From an optimization exercise on the open Yosys and OpenROAD flow, aimed at small area; shortcuts taken in it are not production practice. Only simulation tests tie the RTL to the original design; equivalence was not proved. No activity file was given, so power comes from the tool's default toggle rates.

==> flow/design.v (excerpt) <==
module status_top (
    input  [127:0]      info_in_id0,
    input  [127:0]      info_in_id1,
    input  [127:0]      info_in_id2,
    input  [127:0]      info_in_id3,
    input               valid_in_id0,
    input               valid_in_id1,
    input               valid_in_id2,
    input               valid_in_id3,
    input               clear_counter,
    output [31:0]       out_free_mem_id0,
    output [31:0]       out_pending_tasks_id0,
    output              out_info1_valid_id0,
    output [31:0]       out_free_mem_id1,
    output [31:0]       out_pending_tasks_id1,
    output              out_info1_valid_id1,
    output [31:0]       out_free_mem_id2,
    output [31:0]       out_pending_tasks_id2,
    output              out_info1_valid_id2,
    output [31:0]       out_free_mem_id3,
    output [31:0]       out_pending_tasks_id3,
    output              out_info1_valid_id3,
    output              upstream_busy,
    output              threshold_reached,             
    output              ctrl1_wr_start_id0,
    output [31:0]       ctrl1_wr_addr_id0,
    output [63:0]       ctrl1_wr_data_id0,
    input               ctrl1_wr_done_id0,
    output              ctrl1_wr_start_id1,
    output [31:0]       ctrl1_wr_addr_id1,
    output [63:0]       ctrl1_wr_data_id1,
    input               ctrl1_wr_done_id1,
    output              ctrl1_wr_start_id2,
    output [31:0]       ctrl1_wr_addr_id2,
    output [63:0]       ctrl1_wr_data_id2,
    input               ctrl1_wr_done_id2,
    output              ctrl1_wr_start_id3,
    output [31:0]       ctrl1_wr_addr_id3,
    output [63:0]       ctrl1_wr_data_id3,
    input               ctrl1_wr_done_id3,
    output              ctrl2_wr_start_id0,
    output [31:0]       ctrl2_wr_addr_id0,
    output [31:0]       ctrl2_wr_data_id0,
    input               ctrl2_wr_done_id0,
    output              ctrl2_wr_start_id1,
    output [31:0]       ctrl2_wr_addr_id1,
    output [31:0]       ctrl2_wr_data_id1,
    input               ctrl2_wr_done_id1,
    output              ctrl2_wr_start_id2,
    output [31:0]       ctrl2_wr_addr_id2,
    output [31:0]       ctrl2_wr_data_id2,
    input               ctrl2_wr_done_id2,
    output              ctrl2_wr_start_id3,
    output [31:0]       ctrl2_wr_addr_id3,
    output [31:0]       ctrl2_wr_data_id3,
    input               ctrl2_wr_done_id3,
    input               clk,
    input               rst_n
);
Size in the first run: ~1300 cells after synthesis, roughly 650 flip-flops, ~1400 I/O pins, about 21000 sq um of cells after synthesis.
==> flow/config.mk <==
export PLATFORM = sky130hd
export DESIGN_NAME = status_top
export DESIGN_NICKNAME = status_top
export VERILOG_FILES = /design/flow/design.v
export SDC_FILE = /design/flow/constraint.sdc
export NUM_CORES = 4
export LEC_CHECK = 0
export CAP_MARGIN = 20
export CORE_AREA = 4 4 496 496
export DIE_AREA = 0 0 500 500
export SLEW_MARGIN = 20
==> flow/constraint.sdc <==
create_clock -name core_clock -period 5.0 [get_ports {clk}]
set_input_delay 1.0000 -clock core_clock [delete_from_list [all_inputs] [get_ports {clk}]]
set_output_delay 1.0000 -clock core_clock [all_outputs]
set_load 0.01 [all_outputs]
standard.sh (not shown) runs the stock make flow with config.mk's settings and CLKGATE_MAP_FILE= SYNTH_SCRIPT=/design/flow/synth_recipe.tcl, a recipe that flattens the netlist after the stock synthesis.
==> flow/flow/run.sh <==
#!/bin/bash
# Standard layout, with smaller port buffers, a leaner clock tree and tie
# cells shared between neighbouring constant outputs.
export FLOW_FLOW_DIR=$(pwd)/flow
export BUFFER_PORTS_ARGS="-buffer_cell sky130_fd_sc_hd__buf_1"
export CTS_ARGS="-sink_clustering_enable -repair_clock_nets -dont_use_dummy_load -root_buf sky130_fd_sc_hd__clkbuf_16 -buf_list {sky130_fd_sc_hd__clkbuf_4 sky130_fd_sc_hd__clkbuf_8} -sink_clustering_size 12 -sink_clustering_max_diameter 50"
export POST_GLOBAL_PLACE_TCL=$FLOW_FLOW_DIR/post_gpl.tcl
bash standard.sh > standard.log 2>&1
Other scripts of this flow, unchanged in this note and not shown: flow/flow/merge_ties.tcl, flow/flow/post_gpl.tcl
Next try:
==> flow/flow/run.sh (replaced) <==
#!/bin/bash
# Standard layout, with smaller port buffers, a leaner clock tree and tie
# cells shared between neighbouring constant outputs.
export FLOW_FLOW_DIR=$(pwd)/flow
export BUFFER_PORTS_ARGS="-buffer_cell sky130_fd_sc_hd__buf_1"
export CTS_ARGS="-sink_clustering_enable -repair_clock_nets -dont_use_dummy_load -root_buf sky130_fd_sc_hd__clkbuf_16 -buf_list sky130_fd_sc_hd__clkbuf_8 -sink_clustering_size 16 -sink_clustering_max_diameter 60"
export POST_GLOBAL_PLACE_TCL=$FLOW_FLOW_DIR/post_gpl.tcl
bash standard.sh > standard.log 2>&1
What happened: Worst setup slack gains 0.024 ns. Flip-flop and latch count does not change. Global-route usage is about the same.

---

run 1:
status_top, a different RTL version from the one above (not shown whole).
For scale: ~1,300 cells after synthesis, roughly 650 flip-flops, about 1,400 I/O pins.
Settings: LEC_CHECK=0, CAP_MARGIN=20, CORE_AREA=150 150 350 350, DIE_AREA=0 0 500 500, SLEW_MARGIN=20; clock period 5.0 ns.
==> flow/flow/run.sh <==
#!/bin/bash
# Standard layout, with smaller port buffers, a leaner clock tree and tie
# cells shared between neighbouring constant outputs.
export FLOW_FLOW_DIR=$(pwd)/flow
export BUFFER_PORTS_ARGS="-buffer_cell sky130_fd_sc_hd__buf_1"
export CTS_ARGS="-sink_clustering_enable -repair_clock_nets -dont_use_dummy_load -root_buf sky130_fd_sc_hd__clkbuf_16 -buf_list sky130_fd_sc_hd__clkbuf_8 -sink_clustering_size 16 -sink_clustering_max_diameter 60"
export POST_GLOBAL_PLACE_TCL=$FLOW_FLOW_DIR/post_gpl.tcl
export GPL_KEEP_OVERFLOW=0
bash standard.sh > standard.log 2>&1
Other scripts of this flow, unchanged in this note and not shown: flow/flow/merge_ties.tcl, flow/flow/post_gpl.tcl
Run 1 ran in full, but the layout does not pass; the checks complain about antenna rules.
The following lists how run 2 was set up differently from run 1:
- GPL_TIMING_DRIVEN now 0, previously not set
diff --git a/flow/flow/run.sh b/flow/flow/run.sh
--- a/flow/flow/run.sh
+++ b/flow/flow/run.sh
@@ -6,4 +6,4 @@
 export CTS_ARGS="-sink_clustering_enable -repair_clock_nets -dont_use_dummy_load -root_buf sky130_fd_sc_hd__clkbuf_16 -buf_list sky130_fd_sc_hd__clkbuf_8 -sink_clustering_size 16 -sink_clustering_max_diameter 60"
 export POST_GLOBAL_PLACE_TCL=$FLOW_FLOW_DIR/post_gpl.tcl
-export GPL_KEEP_OVERFLOW=0
+export REMOVE_ABC_BUFFERS=1
 bash standard.sh > standard.log 2>&1
--- outcome ---
Run 2 completed every stage of the flow, and the final layout passed the timing, design-rule and antenna checks. STATUS run=run 1 STAGES=ALL_DONE FINAL_CHECKS=FAILED CAUSE=antenna rules. The met2 global-route usage of run 2 exceeds that of run 1 by 0.17 points. Number of standard cells in the final layout excluding fillers | run 2 above run 1. Of run 2 and run 1, the run reporting the higher combinational share of power was run 1. Summary: with run 1 as the reference, number of vias per cell after detailed routing in run 2 moved down by a few percent. From run 1 to run 2 the numbers moved as follows: routed wire length fell 6600 um, final critical-path setup slack fell 0.056 ns, top fanout value on the critical path about even, post-route fraction of the period consumed by the critical path rose 1.1 points.
The inputs of run 3 differ from those of run 2 as listed below.
==> flow/flow/run.sh <==
#!/bin/bash
# Standard layout, with smaller port buffers, a leaner clock tree and tie
# cells shared between neighbouring constant outputs.
export FLOW_FLOW_DIR=$(pwd)/flow
export BUFFER_PORTS_ARGS="-buffer_cell sky130_fd_sc_hd__buf_1"
export CTS_ARGS="-sink_clustering_enable -repair_clock_nets -dont_use_dummy_load -buf_list sky130_fd_sc_hd__clkbuf_16 -sink_clustering_size 30 -sink_clustering_max_diameter 80"
export POST_GLOBAL_PLACE_TCL=$FLOW_FLOW_DIR/post_gpl.tcl
export REMOVE_ABC_BUFFERS=1
bash standard.sh > standard.log 2>&1
--- outcome ---
[compare] base=run 2 new=run 3: max-cap check violation count held, met3 track utilization from global routing ~0 delta, worst hold slack fell 0.061 ns, slew at the pin closest to its max-slew limit went down by 0.044 ns, routed wire length roughly the same.
Both conditions hold for run 3: the flow ran to the end and the final layout passed the timing, design-rule and antenna checks.
Relative to run 3, the following input files were edited for run 4:
- CORE_AREA changed from 150 150 350 350 to 140 140 360 360
==> flow/flow/run.sh <==
#!/bin/bash
# Standard layout, with smaller port buffers, a leaner clock tree and tie
# cells shared between neighbouring constant outputs.
export FLOW_FLOW_DIR=$(pwd)/flow
export BUFFER_PORTS_ARGS="-buffer_cell sky130_fd_sc_hd__buf_1"
export CTS_ARGS="-sink_clustering_enable -repair_clock_nets -dont_use_dummy_load -root_buf sky130_fd_sc_hd__clkbuf_16 -buf_list sky130_fd_sc_hd__clkbuf_8 -sink_clustering_size 16 -sink_clustering_max_diameter 60"
export POST_GLOBAL_PLACE_TCL=$FLOW_FLOW_DIR/post_gpl.tcl
export REMOVE_ABC_BUFFERS=1
bash standard.sh > standard.log 2>&1
[summary]
Run 3 reports its launching element of the worst setup path as module2_inst.ch1.ptr[7]$_SDFF_PP0_ while run 4 reports module2_inst.ch0.ptr[0]$_SDFF_PP0_.
Run 3 → run 4: area fraction of clock buffers and clock inverters level, proportion of power drawn by combinational gates moved down, vias per cell moved down, number of core rows moved up, multi-input logic cell count moved down.
Final layout net count, run 3 and run 4: smaller value in run 3
Run 3 → run 4: minimum setup slack after placement moved up; met3 layer usage reported by global route moved down; worst hold slack across all endpoints moved up; count of inserted antenna diode cells moved up.
Fraction of area in multi-input gates of run 4 is on par with run 3.

---

## run D
status_top again, from the RTL that the note above started with.
export LEC_CHECK = 0
export CAP_MARGIN = 20
export CORE_AREA = 150 150 350 350
export DIE_AREA = 0 0 500 500
export SLEW_MARGIN = 20
create_clock -name core_clock -period 5.0 [get_ports {clk}]
==> flow/flow/run.sh <==
#!/bin/bash
# Standard layout, with smaller port buffers, a leaner clock tree and tie
# cells shared between neighbouring constant outputs.
export FLOW_FLOW_DIR=$(pwd)/flow
export BUFFER_PORTS_ARGS="-buffer_cell sky130_fd_sc_hd__buf_1"
export CTS_ARGS="-sink_clustering_enable -repair_clock_nets -dont_use_dummy_load -root_buf sky130_fd_sc_hd__clkbuf_16 -buf_list sky130_fd_sc_hd__clkbuf_8 -sink_clustering_size 16 -sink_clustering_max_diameter 60"
export POST_GLOBAL_PLACE_TCL=$FLOW_FLOW_DIR/post_gpl.tcl
bash standard.sh > standard.log 2>&1
==> flow/flow/post_gpl.tcl <==
source $::env(FLOW_FLOW_DIR)/merge_ties.tcl
merge_ties 30 6
Other scripts of this flow, unchanged in this note and not shown: flow/flow/merge_ties.tcl
Setup changes, run D to run R
==> flow/flow/post_gpl.tcl <==
source $::env(FLOW_FLOW_DIR)/merge_ties.tcl
merge_ties 20 4
## What came out
Going from run D to run R, sum of met2 wire segment lengths after detailed routing grew by a few percent. The met3 routed wirelength of run R exceeds that of run D by 1.6%. In terms of tightest hold margin, run R and run D differ only marginally. [run R] post-placement cell area rose 0.32% relative to run D. [compare] base=run D new=run R: count of non-filler cells in the finished layout has increased; setup slack shrank by 0.028 ns. Met1 track demand over resource in global routing (run R over run D): increase, 0.74 points.

port drivers added, routing unchanged:
Ports are ideal in the flow. The routed layouts listed here were re-timed in OpenROAD.
Step 1 sets driving cells, clkbuf_16 on the clock port and buf_2 on the other inputs (assumed; they add their load-dependent delay and slew).
Step 2 moves the port delays by t, midway between the first and last clock arrival at a register: inputs arrive t later, outputs are due t later. That takes back most of the time a late clock gives input paths.
a / b / c = no drivers / after step 1 / after step 2; a / b = the first two.
run | t, ns | setup WS [ns] | worst setup path after step 2 | cell pins on the clock port's net
the first run of note 1 | 0.760 | 0.393 / 0.393 / 0.393 | register to register | 1
the second run of note 1 | 0.761 | 0.417 / 0.417 / 0.417 | register to register | 1
run 1 | 0.632 | 0.259 / 0.259 / 0.259 | register to register | 1
run 2 | 0.617 | 0.203 / 0.203 / 0.203 | register to register | 1
run 3 | 0.661 | 0.236 / 0.236 / 0.236 | register to register | 1
run 4 | 0.624 | 0.268 / 0.268 / 0.268 | register to register | 1
run D | 0.624 | 0.390 / 0.390 / 0.390 | register to register | 1
run R | 0.627 | 0.362 / 0.362 / 0.362 | register to register | 1
